Background: an optimization exercise with open tools, aiming at small area, a short achievable clock period and few clock cycles per item. Do not read the settings as production practice.
RTL that was checked went through simulation tests only; none was proved equivalent to the original.
Function not checked in runs 2 to 4: the RTL went through the layout flow alone.

## flow/design.v (module list and top-level ports; edited modules follow where they fit)
// module sse_acc: 126 lines
// module sse_cadd: 30 lines
// module sse_add: 27 lines
// module sse_inc: 21 lines
// module sse_sq_tree: 564 lines
// module SSE: 225 lines
module SSE (
	input  logic        clk,
	input  logic        rst,
	input  logic        in_valid,
	input  logic        in_last,
	input  logic [31:0] A,
	input  logic [31:0] B,
	output logic        in_ready,
	output logic        out_valid,
	output logic [31:0] Y
);
  // ...
==> flow/flow/run.sh <==
#!/bin/bash
set -euo pipefail
bash standard.sh SETUP_SLACK_MARGIN=5.6 "BUFFER_PORTS_ARGS=-buffer_cell sky130_fd_sc_hd__buf_1" finish > standard.log 2>&1
==> flow/standard.sh <==
#!/bin/bash
# synth_recipe.tcl (not shown) runs the flow's synth.tcl, then flattens the netlist and writes it again
# the make line also repeats each setting of config.mk as NAME=value (left out here)
make -C /OpenROAD-flow-scripts/flow DESIGN_CONFIG=/design/flow/config.mk WORK_HOME=/design/flow/orfs CLKGATE_MAP_FILE= SYNTH_SCRIPT=/design/flow/synth_recipe.tcl "${@:-finish}"
==> flow/config.mk <==
export PLATFORM = sky130hd
export DESIGN_NAME = SSE
export DESIGN_NICKNAME = SSE
export VERILOG_FILES = /design/flow/design.v
export SDC_FILE = /design/flow/constraint.sdc
export NUM_CORES = 4
export LEC_CHECK = 0
export CAP_MARGIN = 20
export CORE_MARGIN = 2
export CORE_UTILIZATION = 40
export PLACE_DENSITY = 0.6
export SETUP_SLACK_MARGIN = 5
export SLEW_MARGIN = 20
==> flow/constraint.sdc <==
create_clock -name core_clock -period 10.0 [get_ports {clk}]
set_input_delay 2.0000 -clock core_clock [delete_from_list [all_inputs] [get_ports {clk}]]
set_output_delay 2.0000 -clock core_clock [all_outputs]
set_load 0.01 [all_outputs]
==> flow_summary.json, run 1 <==
{
  "outcome": "no timing/DRC/antenna violations",
  "n_clock_buffer": 50,
  "reg2reg_depth": 18,
  "overflow": 0,
  "ff_latch_area_um2": 7256,
  "seq_share": 0.2013,
  "period_needed_ns": 4.335,
  "worst-path-max-fanout": 7,
  "synth.net_count": 4347,
  "holdPathEnd": "e2[3]",
  "finalWirelength_mm": 89.92,
  "topRoutingLayerUsed": "met4",
  "wire_per_inst_um": 18.14,
  "finalSetupViolCount": 0,
  "synth_fa_ha_area_frac": 0.2192,
  "critPathArrivalTime_ns": 4.87,
  "dp_hpwl_mm": 66.04,
  "placedCellCount": 4822,
  "grt_max_degree": 59,
  "synth_compound_area_frac": 0.1858,
  "nFillCells": 7846,
  "cp_slowest_cell": "or4_4",
  "buffer_area_frac": 0.03342,
  "m1WireLength_mm": 40.25
}
Testbench counts, summed over its fixed seeds: cycles 8,146, items 8,082.
==> module sse_acc, before the edit <==
module sse_acc (
	input  logic        clk,
	input  logic        rst,
	input  logic        ps1,
	input  logic [7:0]  pe1,
	input  logic [24:0] pu1,
	input  logic        v5,
	input  logic        l5,
	output logic        out_valid,
	output logic [31:0] Y
);
	localparam logic [31:0] NAN = 32'h7f800001;
	logic [31:0] acc;
	logic        v6, l6, fresh;
	logic        ps;
	logic [7:0]  pe;
	logic        pNaN, pInf;   
	logic [23:0] yp;
	logic [3:0]  shH;    
	logic [7:0]  shL;    
	logic        selP;
	logic        as;
	logic [7:0]  ae;
	logic [22:0] af;
	assign {as, ae, af} = acc;
	logic aNaN, aInf, aZ, pZ;
	assign aNaN = (&ae) & (|af);
	assign aInf = (&ae) & ~(|af);
	assign aZ = fresh | ~(|ae);
	assign pZ = ~(|pe);
	logic normal;
	assign normal = ~aZ & ~aNaN & ~aInf & ~pNaN & ~pInf & ~pZ;
	logic [23:0] ya;
	logic [24:0] S, S1;
	logic        ovf;
	logic [7:0]  E, E1;
	logic [23:0] ma, yh;
	assign ma = {1'b1, af};
	always_comb begin
		for (int i = 0; i < 24; i++) begin
			yh[i] = (shH[0] & ma[i]) | (shH[1] & (i + 8 < 24 ? ma[(i + 8) % 24] : 1'b0))
				| (shH[2] & (i + 16 < 24 ? ma[(i + 16) % 24] : 1'b0));
			ya[i] = 0;
			for (int j = 0; j < 8; j++)
				if (i + j < 24) ya[i] = ya[i] | (shL[j] & yh[i + j]);
		end
	end
	sse_cadd #(.W(24), .L(5)) add (.a(ya), .b(yp), .s0(S), .s1(S1));
	assign ovf = S[24];
	assign E = selP ? pe : ae;
	assign E1 = E + 8'd1;
	logic [31:0] nres, pval, res;
	logic        selN, selA, selP2, selNaN;
	assign nres = ovf ? {as, E1, S1[23:1]} : {as, E, S[22:0]};
	assign pval = {ps, pe, aZ ? yp[22:0] : 23'd0};
	assign selN = v6 & normal;
	assign selNaN = v6 & (aZ ? pNaN : (aNaN | pNaN | (aInf & pInf & (as != ps))));
	assign selA = ~v6 | (~aZ & ~aNaN & ~pNaN & (aInf ? (~pInf | (as == ps)) : (~pInf & pZ)));
	assign selP2 = v6 & (aZ ? (~pNaN & ~pZ) : (~aNaN & ~pNaN & ~aInf & pInf));
	assign res = ({32{selN}} & nres) | ({32{selA}} & acc) | ({32{selP2}} & pval) | ({32{selNaN}} & NAN);
	logic [25:0] pinc;
	logic [22:0] f1n;
	logic [23:0] m1n;
	logic [7:0]  e1n;
	sse_inc #(.W(25), .L(5)) inc1 (.a(pu1), .s(pinc));
	assign f1n = pu1[24] ? pinc[23:1] : pu1[22:0];
	assign m1n = {1'b1, f1n};
	assign e1n = pe1;
	logic [23:0] yp0, yp1;
	logic [8:0]  dP0, dA0;
	logic [4:0]  shA0, shA1;
	logic        sel0, sel1, inc;
	logic       ebP;
	logic [8:0] dPa, dPp, dAa, dAp;
	assign ebP = v6 & (aZ | selP);
	assign dPa = {1'b0, ae} - {1'b0, e1n};
	assign dPp = {1'b0, pe} - {1'b0, e1n};
	assign dAa = {1'b0, e1n} - {1'b0, ae};
	assign dAp = {1'b0, e1n} - {1'b0, pe};
	assign dP0 = ebP ? dPp : dPa;
	assign dA0 = ebP ? dAp : dAa;
	assign inc = v6 & ~aZ & ~pZ & ovf;
	assign sel0 = dP0[8];
	assign sel1 = sel0 & (dA0 != 9'd1);
	assign yp0 = sel0 ? m1n : (dP0[7:0] > 8'd23) ? 24'd0 : (m1n >> dP0[4:0]);
	assign yp1 = sel0 ? m1n : {1'b0, yp0[23:1]};
	assign shA0 = ~sel0 ? 5'd0 : (dA0[7:0] > 8'd23) ? 5'd24 : dA0[4:0];
	assign shA1 = ~sel1 ? 5'd0 : (dA0[7:0] > 8'd24) ? 5'd24 : (dA0[4:0] - 5'd1);
	logic azn;
	assign azn = v6 ? (l6 | (aZ & pZ)) : aZ;
	logic [23:0] ypc0, ypc1;
	logic [3:0]  shH0, shH1;
	logic [7:0]  shL0, shL1;
	assign ypc0 = azn ? m1n : yp0;
	assign ypc1 = azn ? m1n : yp1;
	assign shH0 = {1'b0, shA0[4:3] == 2'd2, shA0[4:3] == 2'd1, shA0[4:3] == 2'd0};
	assign shH1 = {1'b0, shA1[4:3] == 2'd2, shA1[4:3] == 2'd1, shA1[4:3] == 2'd0};
	always_comb
		for (int j = 0; j < 8; j++) begin
			shL0[j] = (shA0[2:0] == j);
			shL1[j] = (shA1[2:0] == j);
		end
	always_ff @(posedge clk) begin
		ps <= ps1;
		pe <= e1n;
		pNaN <= (&e1n) & (|f1n);
		pInf <= (&e1n) & ~(|f1n);
		l6 <= l5;
		acc <= res;
		selP <= inc ? sel1 : sel0;
		shH <= inc ? shH1 : shH0;
		shL <= inc ? shL1 : shL0;
		yp <= inc ? ypc1 : ypc0;
		if (rst) begin
			v6 <= 0;
			fresh <= 1;
			out_valid <= 0;
		end
		else begin
			v6 <= v5;
			if (v6) fresh <= l6;
			out_valid <= v6 & l6;
		end
	end
	assign Y = acc;
endmodule
==> module SSE, before the edit <==
module SSE (
	input  logic        clk,
	input  logic        rst,
	input  logic        in_valid,
	input  logic        in_last,
	input  logic [31:0] A,
	input  logic [31:0] B,
	output logic        in_ready,
	output logic        out_valid,
	output logic [31:0] Y
);
	localparam logic [31:0] NAN = 32'h7f800001;
	logic v0, v2, v3, v4, v5;
	logic l0, l2, l3, l4, l5;
	always_ff @(posedge clk) begin
		if (rst) begin
			in_ready <= 0;
			{v0, v2, v3, v4, v5} <= 0;
		end
		else begin
			in_ready <= 1;
			v0 <= in_valid & in_ready;
			{v2, v3, v4, v5} <= {v0, v2, v3, v4};
		end
		{l0, l2, l3, l4, l5} <= {in_last, l0, l2, l3, l4};
	end
	logic        sA, sB;
	logic [7:0]  eA, eB;
	logic [22:0] fA, fB;
	assign {sA, eA, fA} = A;
	assign {sB, eB, fB} = B;
	logic nanA, nanB, infA, infB, zA, zB;
	assign nanA = (&eA) & (|fA);
	assign nanB = (&eB) & (|fB);
	assign infA = (&eA) & ~(|fA);
	assign infB = (&eB) & ~(|fB);
	assign zA = ~(|eA);
	assign zB = ~(|eB);
	logic        spec;
	logic [31:0] sval;
	always_comb begin
		spec = 1;
		if (nanA | nanB) sval = NAN;
		else if (infA & infB) sval = (sA == sB) ? A : NAN;
		else if (infA) sval = A;
		else if (infB) sval = B;
		else if (zA & zB) sval = 0;
		else if (zA) sval = {~sB, B[30:0]};
		else if (zB) sval = A;
		else begin
			spec = 0;
			sval = A;
		end
	end
	logic [8:0]  dAB;
	logic [7:0]  dBA;
	logic        aLess, eEq, fLess, swp;
	assign dAB = {1'b0, eA} - {1'b0, eB};
	assign dBA = eB - eA;
	assign aLess = dAB[8];
	assign eEq = (eA == eB);
	assign fLess = fA < fB;
	assign swp = A[30:0] < B[30:0];    
	logic [22:0] x0, y0;
	logic [4:0]  k0;
	logic [7:0]  e0;
	logic        s0, sub0;
	always_ff @(posedge clk) begin
		y0 <= swp ? fA : fB;
		if (spec) begin
			x0 <= sval[22:0];
			k0 <= 5'd24;
			e0 <= sval[30:23];
			s0 <= sval[31];
			sub0 <= 0;
		end
		else begin
			x0 <= swp ? fB : fA;
			k0 <= aLess ? ((dBA > 8'd23) ? 5'd24 : dBA[4:0]) : ((dAB[7:0] > 8'd23) ? 5'd24 : dAB[4:0]);
			e0 <= aLess ? eB : eA;
			s0 <= (sA == sB) ? (swp ^ sA) : sA;
			sub0 <= (sA == sB);
		end
	end
	logic [23:0] y1;
	assign y1 = {1'b1, y0} >> k0;
	logic [24:0] sum2;
	sse_add #(.W(24), .L(5)) add1 (.a({1'b1, x0}), .b(sub0 ? ~y1 : y1), .ci(sub0), .s(sum2));
	logic [24:0] r2;
	logic [7:0]  e2;
	logic        s2, sub2;
	always_ff @(posedge clk) begin
		r2 <= {sum2[24] & ~sub0, sum2[23:0]};
		e2 <= e0;
		s2 <= s0;
		sub2 <= sub0;
	end
	logic [24:0] inc3;
	logic [25:0] inc3x;
	assign inc3 = inc3x[24:0];
	sse_inc #(.W(25), .L(5)) inc1 (.a(r2), .s(inc3x));
	logic [31:0] zx;
	logic [7:0]  nz1;
	logic [15:0] nc1;
	logic [3:0]  nz2;
	logic [11:0] nc2;
	logic [1:0]  nz3;
	logic [7:0]  nc3;
	logic [4:0]  lz;
	assign zx = {r2[23:0], 8'hff};
	genvar gi;
	generate
		for (gi = 0; gi < 8; gi++) begin : g_l1
			logic [3:0] q;
			assign q = zx[4 * gi +: 4];
			assign nz1[gi] = |q;
			assign nc1[2 * gi +: 2] = q[3] ? 2'd0 : q[2] ? 2'd1 : q[1] ? 2'd2 : 2'd3;
		end
		for (gi = 0; gi < 4; gi++) begin : g_l2
			assign nz2[gi] = nz1[2 * gi + 1] | nz1[2 * gi];
			assign nc2[3 * gi +: 3] = nz1[2 * gi + 1] ? {1'b0, nc1[4 * gi + 2 +: 2]} : {1'b1, nc1[4 * gi +: 2]};
		end
		for (gi = 0; gi < 2; gi++) begin : g_l3
			assign nz3[gi] = nz2[2 * gi + 1] | nz2[2 * gi];
			assign nc3[4 * gi +: 4] = nz2[2 * gi + 1] ? {1'b0, nc2[6 * gi + 3 +: 3]} : {1'b1, nc2[6 * gi +: 3]};
		end
	endgenerate
	assign lz = nz3[1] ? {1'b0, nc3[7:4]} : {1'b1, nc3[3:0]};
	logic [23:0] n1;
	assign n1 = r2[23:0] << lz;
	logic        s3;
	logic [7:0]  e3;
	logic [4:0]  lz3;
	logic [22:0] f3;
	always_ff @(posedge clk) begin
		if (sub2) begin
			if (r2[23:0] == 0) begin
				s3 <= 0;
				e3 <= 0;
				lz3 <= 0;
			end
			else begin
				s3 <= s2;
				e3 <= e2;
				lz3 <= lz;
			end
			f3 <= n1[22:0];
		end
		else begin
			s3 <= s2;
			e3 <= r2[24] ? e2 + 8'd1 : e2;
			lz3 <= 0;
			f3 <= r2[24] ? inc3[23:1] : r2[22:0];
		end
	end
	logic        sd;
	logic [7:0]  ed;
	logic [22:0] fd;
	assign sd = s3;
	assign ed = e3 - {3'd0, lz3};
	assign fd = f3;
	logic [9:0] ex4;
	assign ex4 = {1'b0, ed, 1'b0} - 10'd127;
	logic [47:0] q0, q1;
	sse_sq_tree sq (.f(fd), .r0(q0), .r1(q1));
	logic spec4, ssp4, esp4, nsp4;
	always_comb begin
		spec4 = 1;
		ssp4 = 0;
		esp4 = 1;
		nsp4 = 0;
		if ((&ed) & (|fd)) nsp4 = 1;
		else if (&ed) ssp4 = sd;
		else if (~(|ed)) esp4 = 0;
		else if (~ex4[9] & (ex4[8:0] > 9'd254)) ;
		else if (ex4[9] | (ex4 == 0)) esp4 = 0;
		else spec4 = 0;
	end
	logic [47:0] r40, r41;
	logic [7:0]  e4;
	logic        spec5i, ssp5i, esp5i, nsp5i;
	always_ff @(posedge clk) begin
		r40 <= q0;
		r41 <= q1;
		e4 <= ex4[7:0];
		spec5i <= spec4;
		ssp5i <= ssp4;
		esp5i <= esp4;
		nsp5i <= nsp4;
	end
	logic [47:0] P;
	logic [48:0] Px;
	logic [24:0] U;
	sse_add #(.W(48), .L(6)) add2 (.a(r40), .b(r41), .ci(1'b0), .s(Px));
	assign P = Px[47:0];
	assign U = P[47:23];
	logic        ps5;
	logic [7:0]  pe5;
	logic [24:0] pu5;
	always_comb begin
		if (spec5i) begin
			ps5 = ssp5i;
			pe5 = {8{esp5i}};
			pu5 = {24'd0, nsp5i};
		end
		else begin
			ps5 = 0;
			pe5 = U[24] ? e4 + 8'd1 : e4;
			pu5 = U;
		end
	end
	logic        ps1;
	logic [7:0]  pe1;
	logic [24:0] pu1;
	always_ff @(posedge clk) begin
		ps1 <= ps5;
		pe1 <= pe5;
		pu1 <= pu5;
	end
	sse_acc acc (
		.clk(clk), .rst(rst),
		.ps1(ps1), .pe1(pe1), .pu1(pu1), .v5(v5), .l5(l5),
		.out_valid(out_valid), .Y(Y)
	);
endmodule
==> run 2: changes to the inputs <==
--- a/flow/design.v
+++ b/flow/design.v
@@ -67,38 +67,49 @@
 	assign m1n = {1'b1, f1n};
 	assign e1n = pe1;
-	logic [23:0] yp0, yp1;
-	logic [8:0]  dP0, dA0;
-	logic [4:0]  shA0, shA1;
-	logic        sel0, sel1, inc;
-	logic       ebP;
-	logic [8:0] dPa, dPp, dAa, dAp;
+	logic       ebP, inc;
 	assign ebP = v6 & (aZ | selP);
+	assign inc = v6 & ~aZ & ~pZ & ovf;
+	logic [8:0]  dPa, dPp, dP0;
+	logic        sel0;
+	logic [23:0] yp0, yp1;
 	assign dPa = {1'b0, ae} - {1'b0, e1n};
 	assign dPp = {1'b0, pe} - {1'b0, e1n};
-	assign dAa = {1'b0, e1n} - {1'b0, ae};
-	assign dAp = {1'b0, e1n} - {1'b0, pe};
 	assign dP0 = ebP ? dPp : dPa;
-	assign dA0 = ebP ? dAp : dAa;
-	assign inc = v6 & ~aZ & ~pZ & ovf;
 	assign sel0 = dP0[8];
-	assign sel1 = sel0 & (dA0 != 9'd1);
 	assign yp0 = sel0 ? m1n : (dP0[7:0] > 8'd23) ? 24'd0 : (m1n >> dP0[4:0]);
 	assign yp1 = sel0 ? m1n : {1'b0, yp0[23:1]};
-	assign shA0 = ~sel0 ? 5'd0 : (dA0[7:0] > 8'd23) ? 5'd24 : dA0[4:0];
-	assign shA1 = ~sel1 ? 5'd0 : (dA0[7:0] > 8'd24) ? 5'd24 : (dA0[4:0] - 5'd1);
+	logic [8:0]  dA [0:3];     
+	logic [3:0]  shHc [0:3];
+	logic [7:0]  shLc [0:3];
+	logic [3:0]  selc;
+	assign dA[0] = {1'b0, e1n} - {1'b0, ae};
+	assign dA[1] = {1'b0, e1n} + {1'b1, ~ae};
+	assign dA[2] = {1'b0, e1n} - {1'b0, pe};
+	assign dA[3] = {1'b0, e1n} + {1'b1, ~pe};
+	always_comb
+		for (int c = 0; c < 4; c++) begin
+			selc[c] = ~dA[c][8] & (dA[c] != 0);
+			if (~selc[c]) begin
+				shHc[c] = 4'b0001;
+				shLc[c] = 8'b00000001;
+			end
+			else begin
+				shHc[c] = (dA[c][7:5] != 0) ? 4'b0000 : {1'b0, dA[c][4:3] == 2'd2, dA[c][4:3] == 2'd1, dA[c][4:3] == 2'd0};
+				for (int j = 0; j < 8; j++) shLc[c][j] = (dA[c][2:0] == j);
+			end
+		end
+	logic [3:0] shH0, shH1;
+	logic [7:0] shL0, shL1;
+	logic       sel1;
+	assign shH0 = ebP ? shHc[2] : shHc[0];
+	assign shH1 = ebP ? shHc[3] : shHc[1];
+	assign shL0 = ebP ? shLc[2] : shLc[0];
+	assign shL1 = ebP ? shLc[3] : shLc[1];
+	assign sel1 = ebP ? selc[3] : selc[1];
 	logic azn;
 	assign azn = v6 ? (l6 | (aZ & pZ)) : aZ;
 	logic [23:0] ypc0, ypc1;
-	logic [3:0]  shH0, shH1;
-	logic [7:0]  shL0, shL1;
 	assign ypc0 = azn ? m1n : yp0;
 	assign ypc1 = azn ? m1n : yp1;
-	assign shH0 = {1'b0, shA0[4:3] == 2'd2, shA0[4:3] == 2'd1, shA0[4:3] == 2'd0};
-	assign shH1 = {1'b0, shA1[4:3] == 2'd2, shA1[4:3] == 2'd1, shA1[4:3] == 2'd0};
-	always_comb
-		for (int j = 0; j < 8; j++) begin
-			shL0[j] = (shA0[2:0] == j);
-			shL1[j] = (shA1[2:0] == j);
-		end
 	always_ff @(posedge clk) begin
 		ps <= ps1;
@@ -824,4 +835,5 @@
 	logic [7:0]  dBA;
 	logic        aLess, eEq, fLess, swp;
+	logic [7:0]  k;
 	assign dAB = {1'b0, eA} - {1'b0, eB};
 	assign dBA = eB - eA;
@@ -829,5 +841,6 @@
 	assign eEq = (eA == eB);
 	assign fLess = fA < fB;
-	assign swp = A[30:0] < B[30:0];    
+	assign swp = aLess | (eEq & fLess);
+	assign k = aLess ? dBA : dAB[7:0];
 	logic [22:0] x0, y0;
 	logic [4:0]  k0;
@@ -835,5 +848,5 @@
 	logic        s0, sub0;
 	always_ff @(posedge clk) begin
-		y0 <= swp ? fA : fB;
+		y0 <= (swp ? fA : fB) ^ {23{sA == sB}};
 		if (spec) begin
 			x0 <= sval[22:0];
@@ -845,5 +858,5 @@
 		else begin
 			x0 <= swp ? fB : fA;
-			k0 <= aLess ? ((dBA > 8'd23) ? 5'd24 : dBA[4:0]) : ((dAB[7:0] > 8'd23) ? 5'd24 : dAB[4:0]);
+			k0 <= (k > 8'd23) ? 5'd24 : k[4:0];
 			e0 <= aLess ? eB : eA;
 			s0 <= (sA == sB) ? (swp ^ sA) : sA;
@@ -852,7 +865,7 @@
 	end
 	logic [23:0] y1;
-	assign y1 = {1'b1, y0} >> k0;
+	assign y1 = ({~sub0, y0} >> k0) | ({24{sub0}} & ~(24'hffffff >> k0));
 	logic [24:0] sum2;
-	sse_add #(.W(24), .L(5)) add1 (.a({1'b1, x0}), .b(sub0 ? ~y1 : y1), .ci(sub0), .s(sum2));
+	sse_add #(.W(24), .L(5)) add1 (.a({1'b1, x0}), .b(y1), .ci(sub0), .s(sum2));
 	logic [24:0] r2;
 	logic [7:0]  e2;
@@ -974,5 +987,5 @@
 		else begin
 			ps5 = 0;
-			pe5 = U[24] ? e4 + 8'd1 : e4;
+			pe5 = U[24] ? ((&U) ? e4 + 8'd2 : e4 + 8'd1) : e4;
 			pu5 = U;
 		end
==> flow/run.sh (new file) <==
#!/bin/bash
# synth_recipe.tcl (not shown) runs the flow's synth.tcl, then flattens the netlist and writes it again
# the make line also repeats each setting of config.mk as NAME=value (left out here)
make -C /OpenROAD-flow-scripts/flow DESIGN_CONFIG=/design/flow/config.mk WORK_HOME=/design/flow/orfs CLKGATE_MAP_FILE= SYNTH_SCRIPT=/design/flow/synth_recipe.tcl finish
removed: flow/flow/run.sh
removed: flow/standard.sh
==> run 2 against run 1 <==
Against the previous run:
- clock-buffer cell count grew 8
- non-clock buffer count fell by 44
- global-route usage increased by 1.5 points
- clock skew decreased by 0.019 ns
- critical endpoint is now x0[9]
- highest routed layer unchanged
==> flow_summary.json, run 2 <==
{
  "yosys_warnings": 16,
  "gp_congestion": 0.9307,
  "syn_inst": 4041,
  "clk_latency_ns": 0.59,
  "syn2layout_area_growth_pct": 11.28,
  "first_global_vias": 28160,
  "routed-via-count": 28850,
  "drt_first_iter_violations": 2108,
  "outcome": "no timing/DRC/antenna violations",
  "worstMarginPinSlew_ns": 1.072,
  "ctsLongestPathBuffers": 3,
  "finalWirelength_mm": 99.57,
  "grt_pass1_wl_mm": 157.5,
  "synthTopCellsByCount": "inv_1, dfxtp_1, nand2_1",
  "synth.area.top_cells": "dfxtp_1, fa_1, ha_1, inv_1, mux2i_1",
  "route.detailed.drc": 0,
  "fin_nets": 4530,
  "cts_made_buffers": 44,
  "synth_area_um2": 33100,
  "cp-end-kind": "flip-flop",
  "cts.sinks": 360,
  "yosys.area.top_type": "dfxtp_1",
  "start_util": 0.4038,
  "fp.dieArea_um2": 85070,
  "slew_headroom": 0.2841,
  "ant_nets": 0,
  "overflow": 0,
  "drive_gt1_frac": 0.06688,
  "core-area_um2": 81980,
  "rsz0062_at_grt": "false",
  "final_common_cell": "inv_1",
  "ff_latch_area_um2": 7227,
  "period_needed_ns": 4.834,
  "multi_input_area_um2": 23480,
  "ys_seq_area_frac": 0.2177,
  "critPathArrivalTime_ns": 5.36,
  "synth.net_count": 4554,
  "avgSynthCellArea_um2": 8.191,
  "synth_cell_types": 98,
  "htreeDepth": 2,
  "layout_common_cells": "inv_1, dfxtp_1, nand2_1",
  "yosysMostFrequentCell": "inv_1",
  "synth-edff-count": 0,
  "ys_ff_latch": 360,
  "startpoint_type": "input pin",
  "skew_ns": 0.02771,
  "rows": 105,
  "finalSetupViolCount": 0,
  "antenna_found_initial": 2,
  "die_h_um": 291.7,
  "grtUsageTotal": 0.2297,
  "fin_crit_sh": 0.4834,
  "async_flop_share": 0,
  "crit_required_ns": 10.53,
  "max_cap_viol_count": 0,
  "pin_count": 102,
  "tns_ns": 0,
  "hp-class": "flip-flop to flip-flop",
  "clk_pin_slew_ns": 0.07,
  "cts_tree": "built",
  "synth_top_area_share": 0.2177,
  "worst-path-max-fanout": 37,
  "nFillCells": 8203,
  "wire_per_inst_um": 19.44,
  "path_class": "input pin to flip-flop",
  "port_buffers": 101,
  "finalMaxSlewViolations": 0,
  "finalHoldViolations": 0,
  "cts_root_buf": "clkbuf_16",
  "grt_max_degree": 53,
  "dp_hpwl_mm": 75.40,
  "die_width_um": 291.7,
  "first_pass_iters": 6,
  "ys.flop_type": "dfxtp_1",
  "routed_via_density": 5.631,
  "fmax_mhz": 206.9
}
[run 2: cell types whose count changed after synthesis, moves of 18 or more]
cell and delta:
a21oi_1 +22, nand2_1 +18, nor2_1 +40, xor2_1 +29, o21ai_0 +22, a31oi_1 +19
[run 2: cell families after synthesis]
| group | count (synthesis) | synth area share |
|---|---|---|
| mux | 186 | 0.06320 |
| fa+ha+maj | 445 | 0.2158 |
| simple gates | 1245 | 0.1883 |
| compound gates | 927 | 0.1852 |
| buf+inv | 692 | 0.08051 |
| xor+xnor | 186 | 0.04922 |
| flops | 360 | 0.2177 |
[run 2: timing repair]
item	in CTS	in global routing
buffers inserted	3	6
resized for setup	26	56
hold buffers	0	0
cloned	0	1
setup endpoints to repair	88	90
pin swaps	4	5
[run 2: worst paths after layout]
path / from / to / slack (ns) / cells after the start
min: e0[1] / e2[1] / 0.32 / 0
max reg2reg: acc.shH[2] / acc.acc[21] / 5.18 / 19
max: B[8] / x0[9] / 5.17 / 15
min reg2reg: e0[1] / e2[1] / 0.32 / 0
[run 2: worst max-delay path, stage by stage]
cell and delay (ns):
clkdlybuf4s50_1 0.63, inv_1 0.08, ha_1 0.31, a21o_1 0.12, a21o_1 0.11, a21o_1 0.10, a211oi_1 0.06, o21ai_0 0.16
a21oi_1 0.07, o211a_1 0.24, a21oi_1 0.37, o21ai_4 0.11, buf_12 0.21, a21oi_2 0.54, a22o_1 0.25
[run 2: final cells by class]
class | instances | share of cell area
diodes | 1 | 0.00006793
clock buffers | 58 | 0.03322
clock inverters | 23 | 0.009103
inverters | 468 | 0.04779
multi-input cells | 2989 | 0.6374
flip-flops and latches | 360 | 0.1962
well taps | 1070 | 0.03635
repair buffers | 153 | 0.03978
repair inverters | 1 | 0.0001359
[run 2: layer usage]
layer	wire length (µm)	global-route usage	up-vias
met3	5426	0.02877	191
met2	47620	0.3902	963
met5	0	0	-
met4	3704	0.09052	0
met1	42820	0.2961	13830
li1	-	-	13860
[run 2: metrics by stage]
step,setup slack (ns),util,hold WS (ns),cells,area (µm²)
after global routing,4.967,0.4493,0.3330,5122,36830
final,5.166,0.4493,0.3239,5123,36840
after CTS,4.981,0.4460,0.3247,5114,36570
after floorplan,5.133,-,0.3096,4041,33100
after global placement,4.176,0.4256,0.3131,5030,34890
after detailed placement,4.062,0.4256,0.3121,5030,34890
==> run 3: changes to the inputs <==
--- a/flow/design.v
+++ b/flow/design.v
@@ -2,7 +2,5 @@
 	input  logic        clk,
 	input  logic        rst,
-	input  logic        ps1,
-	input  logic [7:0]  pe1,
-	input  logic [24:0] pu1,
+	input  logic [31:0] p1,
 	input  logic        v5,
 	input  logic        l5,
@@ -11,116 +9,66 @@
 );
 	localparam logic [31:0] NAN = 32'h7f800001;
-	logic [31:0] acc;
+	logic [31:0] p2, acc;
 	logic        v6, l6, fresh;
-	logic        ps;
-	logic [7:0]  pe;
-	logic        pNaN, pInf;   
-	logic [23:0] yp;
-	logic [3:0]  shH;    
-	logic [7:0]  shL;    
+	logic [4:0]  shA, shP;
 	logic        selP;
-	logic        as;
-	logic [7:0]  ae;
-	logic [22:0] af;
+	logic        as, ps;
+	logic [7:0]  ae, pe;
+	logic [22:0] af, pf;
 	assign {as, ae, af} = acc;
-	logic aNaN, aInf, aZ, pZ;
+	assign {ps, pe, pf} = p2;
+	logic aNaN, aInf, aZ, pNaN, pInf, pZ;
 	assign aNaN = (&ae) & (|af);
 	assign aInf = (&ae) & ~(|af);
 	assign aZ = fresh | ~(|ae);
+	assign pNaN = (&pe) & (|pf);
+	assign pInf = (&pe) & ~(|pf);
 	assign pZ = ~(|pe);
 	logic normal;
 	assign normal = ~aZ & ~aNaN & ~aInf & ~pNaN & ~pInf & ~pZ;
-	logic [23:0] ya;
+	logic [23:0] ya, yp;
 	logic [24:0] S, S1;
 	logic        ovf;
-	logic [7:0]  E, E1;
-	logic [23:0] ma, yh;
-	assign ma = {1'b1, af};
-	always_comb begin
-		for (int i = 0; i < 24; i++) begin
-			yh[i] = (shH[0] & ma[i]) | (shH[1] & (i + 8 < 24 ? ma[(i + 8) % 24] : 1'b0))
-				| (shH[2] & (i + 16 < 24 ? ma[(i + 16) % 24] : 1'b0));
-			ya[i] = 0;
-			for (int j = 0; j < 8; j++)
-				if (i + j < 24) ya[i] = ya[i] | (shL[j] & yh[i + j]);
-		end
-	end
-	sse_cadd #(.W(24), .L(5)) add (.a(ya), .b(yp), .s0(S), .s1(S1));
+	logic [7:0]  E;
+	assign ya = {1'b1, af} >> shA;
+	assign yp = {1'b1, pf} >> shP;
+	assign S = {1'b0, ya} + {1'b0, yp};
+	assign S1 = {1'b0, ya} + {1'b0, yp} + 25'd1;
 	assign ovf = S[24];
 	assign E = selP ? pe : ae;
-	assign E1 = E + 8'd1;
-	logic [31:0] nres, pval, res;
-	logic        selN, selA, selP2, selNaN;
-	assign nres = ovf ? {as, E1, S1[23:1]} : {as, E, S[22:0]};
-	assign pval = {ps, pe, aZ ? yp[22:0] : 23'd0};
-	assign selN = v6 & normal;
-	assign selNaN = v6 & (aZ ? pNaN : (aNaN | pNaN | (aInf & pInf & (as != ps))));
-	assign selA = ~v6 | (~aZ & ~aNaN & ~pNaN & (aInf ? (~pInf | (as == ps)) : (~pInf & pZ)));
-	assign selP2 = v6 & (aZ ? (~pNaN & ~pZ) : (~aNaN & ~pNaN & ~aInf & pInf));
-	assign res = ({32{selN}} & nres) | ({32{selA}} & acc) | ({32{selP2}} & pval) | ({32{selNaN}} & NAN);
-	logic [25:0] pinc;
-	logic [22:0] f1n;
-	logic [23:0] m1n;
-	logic [7:0]  e1n;
-	sse_inc #(.W(25), .L(5)) inc1 (.a(pu1), .s(pinc));
-	assign f1n = pu1[24] ? pinc[23:1] : pu1[22:0];
-	assign m1n = {1'b1, f1n};
-	assign e1n = pe1;
-	logic       ebP, inc;
-	assign ebP = v6 & (aZ | selP);
-	assign inc = v6 & ~aZ & ~pZ & ovf;
-	logic [8:0]  dPa, dPp, dP0;
-	logic        sel0;
-	logic [23:0] yp0, yp1;
-	assign dPa = {1'b0, ae} - {1'b0, e1n};
-	assign dPp = {1'b0, pe} - {1'b0, e1n};
-	assign dP0 = ebP ? dPp : dPa;
+	logic [31:0] res;
+	always_comb begin
+		if (aZ) res = pNaN ? NAN : pZ ? 32'd0 : p2;
+		else if (aNaN | pNaN) res = NAN;
+		else if (aInf & pInf) res = (as == ps) ? acc : NAN;
+		else if (aInf) res = acc;
+		else if (pInf) res = p2;
+		else if (pZ) res = acc;
+		else res = {as, E + {7'd0, ovf}, ovf ? S1[23:1] : S[22:0]};
+	end
+	logic [7:0]  eb, e1n;
+	logic [8:0]  dP0, dP1, dA0, dA1;
+	logic [4:0]  shA0, shP0, shA1, shP1;
+	logic        sel0, sel1, inc;
+	assign e1n = p1[30:23];
+	assign eb = (v6 & (aZ | (normal & selP))) ? pe : ae;
+	assign inc = v6 & normal & ovf;
+	assign dP0 = {1'b0, eb} - {1'b0, e1n};
+	assign dP1 = {1'b0, eb} + 9'd1 - {1'b0, e1n};
+	assign dA0 = {1'b0, e1n} - {1'b0, eb};
+	assign dA1 = {1'b0, e1n} - {1'b0, eb} - 9'd1;
 	assign sel0 = dP0[8];
-	assign yp0 = sel0 ? m1n : (dP0[7:0] > 8'd23) ? 24'd0 : (m1n >> dP0[4:0]);
-	assign yp1 = sel0 ? m1n : {1'b0, yp0[23:1]};
-	logic [8:0]  dA [0:3];     
-	logic [3:0]  shHc [0:3];
-	logic [7:0]  shLc [0:3];
-	logic [3:0]  selc;
-	assign dA[0] = {1'b0, e1n} - {1'b0, ae};
-	assign dA[1] = {1'b0, e1n} + {1'b1, ~ae};
-	assign dA[2] = {1'b0, e1n} - {1'b0, pe};
-	assign dA[3] = {1'b0, e1n} + {1'b1, ~pe};
-	always_comb
-		for (int c = 0; c < 4; c++) begin
-			selc[c] = ~dA[c][8] & (dA[c] != 0);
-			if (~selc[c]) begin
-				shHc[c] = 4'b0001;
-				shLc[c] = 8'b00000001;
-			end
-			else begin
-				shHc[c] = (dA[c][7:5] != 0) ? 4'b0000 : {1'b0, dA[c][4:3] == 2'd2, dA[c][4:3] == 2'd1, dA[c][4:3] == 2'd0};
-				for (int j = 0; j < 8; j++) shLc[c][j] = (dA[c][2:0] == j);
-			end
-		end
-	logic [3:0] shH0, shH1;
-	logic [7:0] shL0, shL1;
-	logic       sel1;
-	assign shH0 = ebP ? shHc[2] : shHc[0];
-	assign shH1 = ebP ? shHc[3] : shHc[1];
-	assign shL0 = ebP ? shLc[2] : shLc[0];
-	assign shL1 = ebP ? shLc[3] : shLc[1];
-	assign sel1 = ebP ? selc[3] : selc[1];
-	logic azn;
-	assign azn = v6 ? (l6 | (aZ & pZ)) : aZ;
-	logic [23:0] ypc0, ypc1;
-	assign ypc0 = azn ? m1n : yp0;
-	assign ypc1 = azn ? m1n : yp1;
+	assign sel1 = dP1[8];
+	assign shP0 = sel0 ? 5'd0 : (dP0[7:0] > 8'd23) ? 5'd31 : dP0[4:0];
+	assign shA0 = ~sel0 ? 5'd0 : (dA0[7:0] > 8'd23) ? 5'd31 : dA0[4:0];
+	assign shP1 = sel1 ? 5'd0 : (dP1[7:0] > 8'd23) ? 5'd31 : dP1[4:0];
+	assign shA1 = ~sel1 ? 5'd0 : (dA1[7:0] > 8'd23) ? 5'd31 : dA1[4:0];
 	always_ff @(posedge clk) begin
-		ps <= ps1;
-		pe <= e1n;
-		pNaN <= (&e1n) & (|f1n);
-		pInf <= (&e1n) & ~(|f1n);
+		p2 <= p1;
 		l6 <= l5;
-		acc <= res;
+		if (v6) acc <= res;
 		selP <= inc ? sel1 : sel0;
-		shH <= inc ? shH1 : shH0;
-		shL <= inc ? shL1 : shL0;
-		yp <= inc ? ypc1 : ypc0;
+		shA <= inc ? shA1 : shA0;
+		shP <= inc ? shP1 : shP0;
 		if (rst) begin
 			v6 <= 0;
@@ -136,82 +84,4 @@
 	assign Y = acc;
 endmodule
-module sse_cadd #(parameter int W = 24, parameter int L = 5) (
-	input  logic [W-1:0] a,
-	input  logic [W-1:0] b,
-	output logic [W:0]   s0,
-	output logic [W:0]   s1
-);
-	logic [W-1:0] g [0:L];
-	logic [W-1:0] t [0:L];
-	logic [W-1:0] h;
-	assign g[0] = a & b;
-	assign t[0] = a | b;
-	assign h = a ^ b;
-	genvar l, i;
-	generate
-		for (l = 0; l < L; l++) begin : g_lvl
-			for (i = 0; i < W; i++) begin : g_bit
-				if (i >= (1 << l)) begin : g_op
-					assign g[l + 1][i] = g[l][i] | (t[l][i] & g[l][i - (1 << l)]);
-					assign t[l + 1][i] = t[l][i] & t[l][i - (1 << l)];
-				end
-				else begin : g_pass
-					assign g[l + 1][i] = g[l][i];
-					assign t[l + 1][i] = t[l][i];
-				end
-			end
-		end
-	endgenerate
-	assign s0 = {g[L][W-1], h ^ {g[L][W-2:0], 1'b0}};
-	assign s1 = {g[L][W-1] | t[L][W-1], h ^ {g[L][W-2:0] | t[L][W-2:0], 1'b1}};
-endmodule
-module sse_add #(parameter int W = 24, parameter int L = 5) (
-	input  logic [W-1:0] a,
-	input  logic [W-1:0] b,
-	input  logic         ci,
-	output logic [W:0]   s
-);
-	logic [W:0] g [0:L];
-	logic [W:0] p [0:L];
-	assign g[0] = {a & b, ci};
-	assign p[0] = {a ^ b, 1'b0};
-	genvar l, i;
-	generate
-		for (l = 0; l < L; l++) begin : g_lvl
-			for (i = 0; i <= W; i++) begin : g_bit
-				if ((i >> l) & 1) begin : g_op
-					assign g[l + 1][i] = g[l][i] | (p[l][i] & g[l][((i >> l) << l) - 1]);
-					assign p[l + 1][i] = p[l][i] & p[l][((i >> l) << l) - 1];
-				end
-				else begin : g_pass
-					assign g[l + 1][i] = g[l][i];
-					assign p[l + 1][i] = p[l][i];
-				end
-			end
-		end
-	endgenerate
-	assign s = {g[L][W], p[0][W:1] ^ g[L][W-1:0]};
-endmodule
-module sse_inc #(parameter int W = 24, parameter int L = 5) (
-	input  logic [W-1:0] a,
-	output logic [W:0]   s
-);
-	logic [W-1:0] p [0:L];
-	assign p[0] = a;
-	genvar l, i;
-	generate
-		for (l = 0; l < L; l++) begin : g_lvl
-			for (i = 0; i < W; i++) begin : g_bit
-				if ((i >> l) & 1) begin : g_op
-					assign p[l + 1][i] = p[l][i] & p[l][((i >> l) << l) - 1];
-				end
-				else begin : g_pass
-					assign p[l + 1][i] = p[l][i];
-				end
-			end
-		end
-	endgenerate
-	assign s = {p[L][W-1], a ^ {p[L][W-2:0], 1'b1}};
-endmodule
 module sse_sq_tree (
 	input  logic [22:0] f,
@@ -790,23 +660,28 @@
 );
 	localparam logic [31:0] NAN = 32'h7f800001;
-	logic v0, v2, v3, v4, v5;
-	logic l0, l2, l3, l4, l5;
+	logic v0, v1, v2, v3, v4, v5;
+	logic l0, l1, l2, l3, l4, l5;
 	always_ff @(posedge clk) begin
 		if (rst) begin
 			in_ready <= 0;
-			{v0, v2, v3, v4, v5} <= 0;
+			{v0, v1, v2, v3, v4, v5} <= 0;
 		end
 		else begin
 			in_ready <= 1;
 			v0 <= in_valid & in_ready;
-			{v2, v3, v4, v5} <= {v0, v2, v3, v4};
+			{v1, v2, v3, v4, v5} <= {v0, v1, v2, v3, v4};
 		end
-		{l0, l2, l3, l4, l5} <= {in_last, l0, l2, l3, l4};
+		{l0, l1, l2, l3, l4, l5} <= {in_last, l0, l1, l2, l3, l4};
+	end
+	logic [31:0] a0, b0;
+	always_ff @(posedge clk) begin
+		a0 <= A;
+		b0 <= B;
 	end
 	logic        sA, sB;
 	logic [7:0]  eA, eB;
 	logic [22:0] fA, fB;
-	assign {sA, eA, fA} = A;
-	assign {sB, eB, fB} = B;
+	assign {sA, eA, fA} = a0;
+	assign {sB, eB, fB} = b0;
 	logic nanA, nanB, infA, infB, zA, zB;
 	assign nanA = (&eA) & (|fA);
@@ -816,18 +691,18 @@
 	assign zA = ~(|eA);
 	assign zB = ~(|eB);
-	logic        spec;
-	logic [31:0] sval;
+	logic        spec1;
+	logic [31:0] sval1;
 	always_comb begin
-		spec = 1;
-		if (nanA | nanB) sval = NAN;
-		else if (infA & infB) sval = (sA == sB) ? A : NAN;
-		else if (infA) sval = A;
-		else if (infB) sval = B;
-		else if (zA & zB) sval = 0;
-		else if (zA) sval = {~sB, B[30:0]};
-		else if (zB) sval = A;
+		spec1 = 1;
+		if (nanA | nanB) sval1 = NAN;
+		else if (infA & infB) sval1 = (sA == sB) ? a0 : NAN;
+		else if (infA) sval1 = a0;
+		else if (infB) sval1 = b0;
+		else if (zA & zB) sval1 = 0;
+		else if (zA) sval1 = {~sB, b0[30:0]};
+		else if (zB) sval1 = a0;
 		else begin
-			spec = 0;
-			sval = A;
+			spec1 = 0;
+			sval1 = a0;
 		end
 	end
@@ -836,4 +711,5 @@
 	logic        aLess, eEq, fLess, swp;
 	logic [7:0]  k;
+	logic [23:0] ysrc, ysh;
 	assign dAB = {1'b0, eA} - {1'b0, eB};
 	assign dBA = eB - eA;
@@ -843,102 +719,61 @@
 	assign swp = aLess | (eEq & fLess);
 	assign k = aLess ? dBA : dAB[7:0];
-	logic [22:0] x0, y0;
-	logic [4:0]  k0;
-	logic [7:0]  e0;
-	logic        s0, sub0;
+	assign ysrc = aLess ? {1'b1, fA} : {1'b1, fB};
+	assign ysh = (k > 8'd23) ? 24'd0 : (ysrc >> k[4:0]);
+	logic [22:0] x1;
+	logic [23:0] y1;
+	logic [7:0]  e1;
+	logic        s1, sub1;
 	always_ff @(posedge clk) begin
-		y0 <= (swp ? fA : fB) ^ {23{sA == sB}};
-		if (spec) begin
-			x0 <= sval[22:0];
-			k0 <= 5'd24;
-			e0 <= sval[30:23];
-			s0 <= sval[31];
-			sub0 <= 0;
+		if (spec1) begin
+			x1 <= sval1[22:0];
+			y1 <= 0;
+			e1 <= sval1[30:23];
+			s1 <= sval1[31];
+			sub1 <= 0;
 		end
 		else begin
-			x0 <= swp ? fB : fA;
-			k0 <= (k > 8'd23) ? 5'd24 : k[4:0];
-			e0 <= aLess ? eB : eA;
-			s0 <= (sA == sB) ? (swp ^ sA) : sA;
-			sub0 <= (sA == sB);
+			x1 <= swp ? fB : fA;
+			y1 <= (eEq & fLess) ? {1'b1, fA} : ysh;
+			e1 <= aLess ? eB : eA;
+			s1 <= (sA == sB) ? (swp ^ sA) : sA;
+			sub1 <= (sA == sB);
 		end
 	end
-	logic [23:0] y1;
-	assign y1 = ({~sub0, y0} >> k0) | ({24{sub0}} & ~(24'hffffff >> k0));
 	logic [24:0] sum2;
-	sse_add #(.W(24), .L(5)) add1 (.a({1'b1, x0}), .b(y1), .ci(sub0), .s(sum2));
+	assign sum2 = {1'b0, 1'b1, x1} + {1'b0, sub1 ? ~y1 : y1} + {24'd0, sub1};
 	logic [24:0] r2;
 	logic [7:0]  e2;
 	logic        s2, sub2;
 	always_ff @(posedge clk) begin
-		r2 <= {sum2[24] & ~sub0, sum2[23:0]};
-		e2 <= e0;
-		s2 <= s0;
-		sub2 <= sub0;
+		r2 <= {sum2[24] & ~sub1, sum2[23:0]};
+		e2 <= e1;
+		s2 <= s1;
+		sub2 <= sub1;
 	end
 	logic [24:0] inc3;
-	logic [25:0] inc3x;
-	assign inc3 = inc3x[24:0];
-	sse_inc #(.W(25), .L(5)) inc1 (.a(r2), .s(inc3x));
-	logic [31:0] zx;
-	logic [7:0]  nz1;
-	logic [15:0] nc1;
-	logic [3:0]  nz2;
-	logic [11:0] nc2;
-	logic [1:0]  nz3;
-	logic [7:0]  nc3;
+	logic [31:0] addres3;
+	assign inc3 = r2 + 25'd1;
+	assign addres3 = r2[24] ? {s2, e2 + 8'd1, inc3[23:1]} : {s2, e2, r2[22:0]};
+	logic [23:0] n16, n8, n4, n2, n1;
 	logic [4:0]  lz;
-	assign zx = {r2[23:0], 8'hff};
-	genvar gi;
-	generate
-		for (gi = 0; gi < 8; gi++) begin : g_l1
-			logic [3:0] q;
-			assign q = zx[4 * gi +: 4];
-			assign nz1[gi] = |q;
-			assign nc1[2 * gi +: 2] = q[3] ? 2'd0 : q[2] ? 2'd1 : q[1] ? 2'd2 : 2'd3;
-		end
-		for (gi = 0; gi < 4; gi++) begin : g_l2
-			assign nz2[gi] = nz1[2 * gi + 1] | nz1[2 * gi];
-			assign nc2[3 * gi +: 3] = nz1[2 * gi + 1] ? {1'b0, nc1[4 * gi + 2 +: 2]} : {1'b1, nc1[4 * gi +: 2]};
-		end
-		for (gi = 0; gi < 2; gi++) begin : g_l3
-			assign nz3[gi] = nz2[2 * gi + 1] | nz2[2 * gi];
-			assign nc3[4 * gi +: 4] = nz2[2 * gi + 1] ? {1'b0, nc2[6 * gi + 3 +: 3]} : {1'b1, nc2[6 * gi +: 3]};
-		end
-	endgenerate
-	assign lz = nz3[1] ? {1'b0, nc3[7:4]} : {1'b1, nc3[3:0]};
-	logic [23:0] n1;
-	assign n1 = r2[23:0] << lz;
-	logic        s3;
-	logic [7:0]  e3;
-	logic [4:0]  lz3;
-	logic [22:0] f3;
-	always_ff @(posedge clk) begin
-		if (sub2) begin
-			if (r2[23:0] == 0) begin
-				s3 <= 0;
-				e3 <= 0;
-				lz3 <= 0;
-			end
-			else begin
-				s3 <= s2;
-				e3 <= e2;
-				lz3 <= lz;
-			end
-			f3 <= n1[22:0];
-		end
-		else begin
-			s3 <= s2;
-			e3 <= r2[24] ? e2 + 8'd1 : e2;
-			lz3 <= 0;
-			f3 <= r2[24] ? inc3[23:1] : r2[22:0];
-		end
-	end
+	assign lz[4] = ~(|r2[23:8]);
+	assign n16 = lz[4] ? {r2[7:0], 16'd0} : r2[23:0];
+	assign lz[3] = ~(|n16[23:16]);
+	assign n8 = lz[3] ? {n16[15:0], 8'd0} : n16;
+	assign lz[2] = ~(|n8[23:20]);
+	assign n4 = lz[2] ? {n8[19:0], 4'd0} : n8;
+	assign lz[1] = ~(|n4[23:22]);
+	assign n2 = lz[1] ? {n4[21:0], 2'd0} : n4;
+	assign lz[0] = ~n2[23];
+	assign n1 = lz[0] ? {n2[22:0], 1'd0} : n2;
+	logic [31:0] subres3;
+	assign subres3 = (r2[23:0] == 0) ? 32'd0 : {s2, e2 - {3'd0, lz}, n1[22:0]};
+	logic [31:0] d3;
+	always_ff @(posedge clk) d3 <= sub2 ? subres3 : addres3;
 	logic        sd;
 	logic [7:0]  ed;
 	logic [22:0] fd;
-	assign sd = s3;
-	assign ed = e3 - {3'd0, lz3};
-	assign fd = f3;
+	assign {sd, ed, fd} = d3;
 	logic [9:0] ex4;
 	assign ex4 = {1'b0, ed, 1'b0} - 10'd127;
@@ -971,35 +806,23 @@
 	end
 	logic [47:0] P;
-	logic [48:0] Px;
 	logic [24:0] U;
-	sse_add #(.W(48), .L(6)) add2 (.a(r40), .b(r41), .ci(1'b0), .s(Px));
-	assign P = Px[47:0];
+	logic [25:0] R;
+	assign P = r40 + r41;
 	assign U = P[47:23];
-	logic        ps5;
-	logic [7:0]  pe5;
-	logic [24:0] pu5;
+	assign R = {1'b0, U} + 26'd1;
+	logic [31:0] p5;
 	always_comb begin
-		if (spec5i) begin
-			ps5 = ssp5i;
-			pe5 = {8{esp5i}};
-			pu5 = {24'd0, nsp5i};
+		if (spec5i) p5 = {ssp5i, {8{esp5i}}, 22'd0, nsp5i};
+		else if (U[24]) begin
+			if (R[25]) p5 = {1'b0, e4 + 8'd2, 23'd0};
+			else p5 = {1'b0, e4 + 8'd1, R[23:1]};
 		end
-		else begin
-			ps5 = 0;
-			pe5 = U[24] ? ((&U) ? e4 + 8'd2 : e4 + 8'd1) : e4;
-			pu5 = U;
-		end
-	end
-	logic        ps1;
-	logic [7:0]  pe1;
-	logic [24:0] pu1;
-	always_ff @(posedge clk) begin
-		ps1 <= ps5;
-		pe1 <= pe5;
-		pu1 <= pu5;
+		else p5 = {1'b0, e4, U[22:0]};
 	end
+	logic [31:0] p1;
+	always_ff @(posedge clk) p1 <= p5;
 	sse_acc acc (
 		.clk(clk), .rst(rst),
-		.ps1(ps1), .pe1(pe1), .pu1(pu1), .v5(v5), .l5(l5),
+		.p1(p1), .v5(v5), .l5(l5),
 		.out_valid(out_valid), .Y(Y)
 	);
--- a/flow/config.mk
+++ b/flow/config.mk
@@ -10,4 +10,3 @@
 export CORE_UTILIZATION = 40
 export PLACE_DENSITY = 0.6
-export SETUP_SLACK_MARGIN = 5
 export SLEW_MARGIN = 20
==> run 3 against run 2 <==
Against the previous run:
- clock skew shrank 0.0061 ns
- core utilization shrank 0.22 points
- still clean on timing, DRC and antenna
- critical endpoint is now acc.acc[29]
- highest routed layer unchanged
- first-iteration DRC count shrank 4.4%
==> flow_summary.json, run 3 <==
{
  "outcome": "no timing/DRC/antenna violations",
  "synthTopCellsByCount": "dfxtp_1, inv_1, nand2_1",
  "grt_pass1_wl_mm": 149.6,
  "fin_nets": 4357,
  "n_antenna_cell": 0,
  "max_cap_viol_count": 0,
  "die_h_um": 291.5,
  "fin_crit_sh": 0.6878,
  "finalSetupViolCount": 0,
  "cts.sinks": 411,
  "route.detailed.drc": 0,
  "synth_cell_types": 107,
  "ctsLongestPathBuffers": 3,
  "pin_count": 102,
  "fmax_mhz": 145.4,
  "drt_first_iter_violations": 2015,
  "avgSynthCellArea_um2": 8.492,
  "worst-path-max-fanout": 26,
  "cts_root_buf": "clkbuf_16",
  "htreeDepth": 2,
  "synth_top_area_share": 0.2295,
  "r2r_start": "acc.shP[0]",
  "cts_resized": 0,
  "skew_ns": 0.02161,
  "core-area_um2": 81980,
  "place_area_um2": 35010,
  "final_common_cell": "dfxtp_1",
  "gp_congestion": 0.9041,
  "first_pass_iters": 6,
  "routed-via-count": 27830,
  "worstMarginPinSlew_ns": 1.056,
  "ys_seq_area_frac": 0.2586,
  "synth.area.top_cells": "dfxtp_1, fa_1, ha_1, inv_1, a21oi_1",
  "cts_tree": "built",
  "cts_made_buffers": 47,
  "yosysMostFrequentCell": "dfxtp_1",
  "antenna_found_initial": 0,
  "async_flop_share": 0,
  "cp-startpoint": "acc.shP[0]",
  "first_global_vias": 27440,
  "synth.net_count": 4372,
  "finalMaxSlewViolations": 0,
  "clk_latency_ns": 0.61,
  "port_buffers": 101,
  "yosys_warnings": 2,
  "finalWirelength_mm": 92.61,
  "syn2layout_area_growth_pct": 10.88,
  "hp-class": "flip-flop to flip-flop",
  "syn_inst": 3893,
  "grtUsageTotal": 0.2160,
  "grt_max_degree": 56,
  "clk_pin_slew_ns": 0.06,
  "tns_ns": 0,
  "synth-edff-count": 32,
  "ant_nets": 0,
  "finalHoldViolations": 0,
  "crit_required_ns": 10.34,
  "yosys.area.top_type": "dfxtp_1",
  "start_util": 0.4033,
  "rsz0062_at_grt": "false",
  "cp-end-kind": "flip-flop",
  "hold_start": "p1[13]",
  "hold_buffers": 0,
  "layout_common_cells": "dfxtp_1, inv_1, nand2_1",
  "ys.flop_type": "dfxtp_1",
  "dp_hpwl_mm": 70.37,
  "period_needed_ns": 6.878,
  "nFillCells": 8121,
  "slew_headroom": 0.2912,
  "synth_area_um2": 33060,
  "fp.dieArea_um2": 84970,
  "rows": 105,
  "die_width_um": 291.5,
  "startpoint_type": "flip-flop",
  "critPathArrivalTime_ns": 7.21,
  "routed_via_density": 5.581,
  "drive_gt1_frac": 0.06793,
  "ys_ff_latch": 411,
  "postCtsSetupRepairBufs": 0,
  "wire_per_inst_um": 18.57,
  "stdcell_area_um2": 36660,
  "overflow": 0,
  "path_class": "flip-flop to flip-flop"
}
==> run 3: cell count changes after synthesis, moves of 17 or more <==
cell / delta
mux2i_1: -30
a22oi_1: -61
dfxtp_1: +19
a32oi_1: +17
xnor2_1: -22
edfxtp_1: +32
o21ai_0: -20
o22ai_1: +27
and2_1: -18
inv_1: -99
ha_1: -32
a21oi_1: +53
==> run 3: kinds of logic (layout without fill, tap and decap cells) <==
family	after synthesis	count (layout)	share of synthesized area
buffers and inverters	583	606	0.06687
and+or+nand+nor	1241	1241	0.1872
DFF	411	411	0.2586
adders and majority gates	411	411	0.2028
xor gates and xnor gates	152	152	0.04072
AOI/OAI and AO/OA	924	924	0.1815
muxes	171	171	0.06237
==> run 3: path summary, 6_finish.rpt <==
check        depth (start not counted)          end  slack (ns)
min reg2reg                          0   acc.p2[13]        0.32
max reg2reg                         26  acc.acc[29]        3.12
min                                  0   acc.p2[13]        0.32
max                                 26  acc.acc[29]        3.12
==> run 3: final cells by class <==
type | count | area, µm² | share of cell area
timing repair buffer | 149 | 1371 | 0.03741
inverter | 370 | 1389 | 0.03789
clock inverter | 28 | 346.6 | 0.009454
clock buffer | 59 | 1271 | 0.03468
tap | 1070 | 1339 | 0.03652
sequential | 411 | 8548 | 0.2332
multi-input combinational | 2899 | 22390 | 0.6109
==> run 3: metrics by stage <==
stage	utilization	worst slack (ns)	std cells	hold slack [ns]
global placement	0.4271	3.385	4899	0.3098
detailed placement	0.4271	3.278	4899	0.3121
floorplan	-	4.157	3893	0.3096
CTS	0.4468	3.245	4986	0.3123
global route	0.4472	2.505	4986	0.3187
finish	0.4472	3.122	4986	0.3157
==> run 3: per-layer routing <==
metal,track usage,part of all wire,vias to the layer above
met2,0.3710,0.48,835
met1,0.2832,0.44,13320
li1,-,-,13500
met3,0.02672,0.051,169
met4,0.06500,0.030,0
met5,0,0,-
==> run 3: critical path, stage by stage (launching register included) <==
cell and delay (ns):
dfxtp_1 1.01, inv_1 0.41, a21oi_1 0.32, mux2i_1 0.19
nand2_1 0.11, o21ai_0 0.09, o22ai_1 0.23, ha_1 0.23
fa_1 0.21, a21o_1 0.14, a21oi_1 0.12, o21bai_1 0.33
nand2_1 0.19, o221ai_1 0.32, a21oi_1 0.15, o31ai_2 0.47
a31oi_2 0.14, buf_4 0.24, inv_2 0.36, ha_1 0.26
ha_1 0.19, nand3b_1 0.16, a21oi_1 0.27, nand3_1 0.10
o21ai_0 0.09, a22oi_1 0.09, o22a_1 0.19
==> run 4: changes to the inputs <==
--- a/flow/config.mk
+++ b/flow/config.mk
@@ -10,3 +10,4 @@
 export CORE_UTILIZATION = 40
 export PLACE_DENSITY = 0.6
+export SETUP_SLACK_MARGIN = 5
 export SLEW_MARGIN = 20
==> run 4 against run 3 <==
Against the previous run:
- critical path type unchanged
- largest cell class unchanged
- final area up 5.5%
- clock-buffer cell count down 3
==> flow_summary.json, run 4 <==
{
  "outcome": "no timing/DRC/antenna violations",
  "layout_common_cells": "dfxtp_1, inv_1, nand2_1",
  "clk_pin_slew_ns": 0.06,
  "cts_made_buffers": 48,
  "routed_via_density": 5.623,
  "crit_required_ns": 10.34,
  "placedCellCount": 4898,
  "hp-class": "flip-flop to flip-flop",
  "rsz0062_at_grt": "true",
  "pin_count": 102,
  "port_buffers": 101,
  "post-route-util": 0.4719,
  "r2r-end": "acc.acc[18]",
  "worstMarginPinSlew_ns": 1.088,
  "ys_ff_latch": 411,
  "grt_max_degree": 55,
  "path_class": "flip-flop to flip-flop",
  "wire_per_inst_um": 19.05,
  "synth_area_um2": 33060,
  "finalSetupViolCount": 0,
  "final_cells": 5092,
  "cp_slowest_cell": "or4_4",
  "core-area_um2": 81980,
  "yosys_warnings": 2,
  "ctsLongestPathBuffers": 3,
  "drive_gt1_frac": 0.1246,
  "max_cap_viol_count": 0,
  "cp_cell_sequence": "mux4_2 -> mux4_2 -> inv_2 -> o22ai_2 -> ha_2 -> buf_4 -> a21o_1 -> a21o_4 -> a2111oi_2 -> o21bai_1 -> xor2_2 -> nand4_1 -> or4_4 -> nor3_4 -> a211o_1 -> o2111ai_1 -> a22o_1",
  "synth_cell_types": 107,
  "antenna_found_initial": 0,
  "cts_root_buf": "clkbuf_16",
  "finalMaxSlewViolations": 0,
  "synth-edff-count": 32,
  "reg2reg_depth": 17,
  "stdcell_area_um2": 38690,
  "syn2layout_area_growth_pct": 17.02,
  "cp_common_cell": "mux4_2",
  "worst-path-max-fanout": 6,
  "fp.dieArea_um2": 84970,
  "rrSetupSlack_ns": 4.92,
  "async_flop_share": 0,
  "grt_pass1_wl_mm": 152.8,
  "finalHoldViolations": 0,
  "grt_util_met2": 0.3880,
  "fin_crit_sh": 0.5079,
  "place_area_um2": 35020,
  "rows": 105,
  "first_pass_iters": 6,
  "die_h_um": 291.5,
  "synth_top_area_share": 0.2295,
  "dp_hpwl_mm": 70.80,
  "overflow": 0,
  "cts_tree": "built",
  "routed-via-count": 28630,
  "cpLargestDelayFamily": "compound AO/OA/AOI/OAI gates",
  "first_global_vias": 28040,
  "fmax_mhz": 196.9,
  "drt_first_iter_violations": 2174,
  "slew_headroom": 0.2734,
  "skew_ns": 0.04644,
  "grt_use_met1": 0.2849,
  "fin_nets": 4464,
  "gp_congestion": 0.9289,
  "grt_use_met3": 0.02459,
  "die_width_um": 291.5,
  "synthTopCellsByCount": "dfxtp_1, inv_1, nand2_1",
  "htreeDepth": 2,
  "route.detailed.drc": 0,
  "n_antenna_cell": 0,
  "critPathMaxStageDelay_ns": 0.54,
  "yosys.area.top_type": "dfxtp_1",
  "start_util": 0.4033,
  "clk_latency_ns": 0.63,
  "hold_start": "p1[31]",
  "ys.flop_type": "dfxtp_1",
  "worst-path-buf-inv": 2,
  "r2r_start": "acc.acc[13]",
  "synth.net_count": 4372,
  "cts.sinks": 411,
  "syn_inst": 3893,
  "grtUsageTotal": 0.2214,
  "grt-busiest-layer": "met2",
  "yosysMostFrequentCell": "dfxtp_1",
  "final_common_cell": "dfxtp_1",
  "ant_nets": 0,
  "period_needed_ns": 5.079,
  "finalWirelength_mm": 97.01,
  "hold_buffers": 0,
  "avgSynthCellArea_um2": 8.492,
  "holdPathStages": 0,
  "tns_ns": 0,
  "critPathArrivalTime_ns": 5.42,
  "startpoint_type": "flip-flop",
  "ys_seq_area_frac": 0.2586,
  "cp-end-kind": "flip-flop",
  "synth.area.top_cells": "dfxtp_1, fa_1, ha_1, inv_1, a21oi_1",
  "holdPathEnd": "acc.p2[31]"
}
-- run 4: changes by cell type in the layout (fill, tap and decap cells not counted), moves of 11 or more --
cell     before  now
ha_1        203  192
o21ai_1       6   18
buf_4        48  133
o21ai_0     184  168
-- run 4: layout make-up --
type / count / area [µm²]
clock buffers: 56 / 1303
inverters: 370 / 1414
flip-flops and latches: 411 / 8563
well taps: 1070 / 1339
repair inverters: 3 / 22.52
fillers: 7900 / 43290
multi-input cells: 2899 / 23310
repair buffers: 252 / 2347
clock inverters: 31 / 385.4
-- run 4: per-stage QoR --
step	setup slack (ns)	hold slack (ns)
2_1_floorplan	4.988	0.3096
3_3_place_gp	3.614	0.3097
3_5_place_dp	3.523	0.3121
4_1_cts	4.865	0.3174
5_1_grt	4.684	0.3213
6_report	4.921	0.3171
-- run 4: cell families after synthesis --
kind of cell | synth area share
buffers and inverters | 0.06687
AO/OA/AOI/OAI | 0.1815
adder cells (fa/ha/maj) | 0.2028
AND/OR/NAND/NOR | 0.1872
XOR/XNOR | 0.04072
multiplexers | 0.06237
flip-flops | 0.2586
-- run 4: what timing repair did --
item | 4_1_cts | 5_1_grt
resized for setup | 111 | 103
endpoints found under the hold margin | 0 | 0
gates cloned | 6 | 3
buffers inserted | 40 | 58
setup endpoints to repair | 55 | 38
pin swaps | 34 | 39
-- run 4: per-layer routing --
layer	wire length, µm	vias up
met2	46720	973
met5	0	-
met1	41570	13750
met3	5458	208
met4	3257	0
li1	-	13700
-- run 4: worst max path at each step --
stage,cells after the start,slack [ns],endpoint,from
CTS,19,4.87,acc.acc[21],acc.shA[0]
detailed placement,26,3.52,acc.acc[29],acc.shP[0]
global route,20,4.68,acc.acc[18],acc.shA[0]
floorplan,24,4.99,acc.acc[30],acc.shA[0]
finish,17,4.92,acc.acc[18],acc.acc[13]
global placement,26,3.61,acc.acc[29],acc.shP[0]

separate check: timing with driven ports:
The results above use ideal ports. As a check the final layouts listed here were re-extracted and re-timed, cells and wires unchanged. Step 1: set_driving_cell puts a clkbuf_16 on clk and a buf_2 on each other input, an assumption about the parent block. Step 2 adds t to the input delays and takes it off the output delays; t is the mean of the earliest and latest rising clock arrival at the registers after step 1. Input paths then give back, and output paths get back, about the clock's delay inside the block. a / b / c = no drivers / after step 1 / after step 2; a / b = the first two.
run | shift t [ns] | setup WS [ns] | hold WS [ns]
run 1 | 0.646 | 5.665 / 5.665 / 5.116 | 0.326 / 0.326 / 0.326
run 2 | 0.638 | 5.166 / 5.179 / 4.567 | 0.324 / 0.324 / 0.324
run 3 | 0.659 | 3.122 / 3.122 / 3.122 | 0.316 / 0.316 / 0.316
run 4 | 0.671 | 4.921 / 4.921 / 4.921 | 0.317 / 0.317 / 0.317
After both steps every run listed still meets setup and hold. For run 2, which loses most, drivers alone change the setup slack by +0.013 ns; drivers and shift together by -0.599 ns.
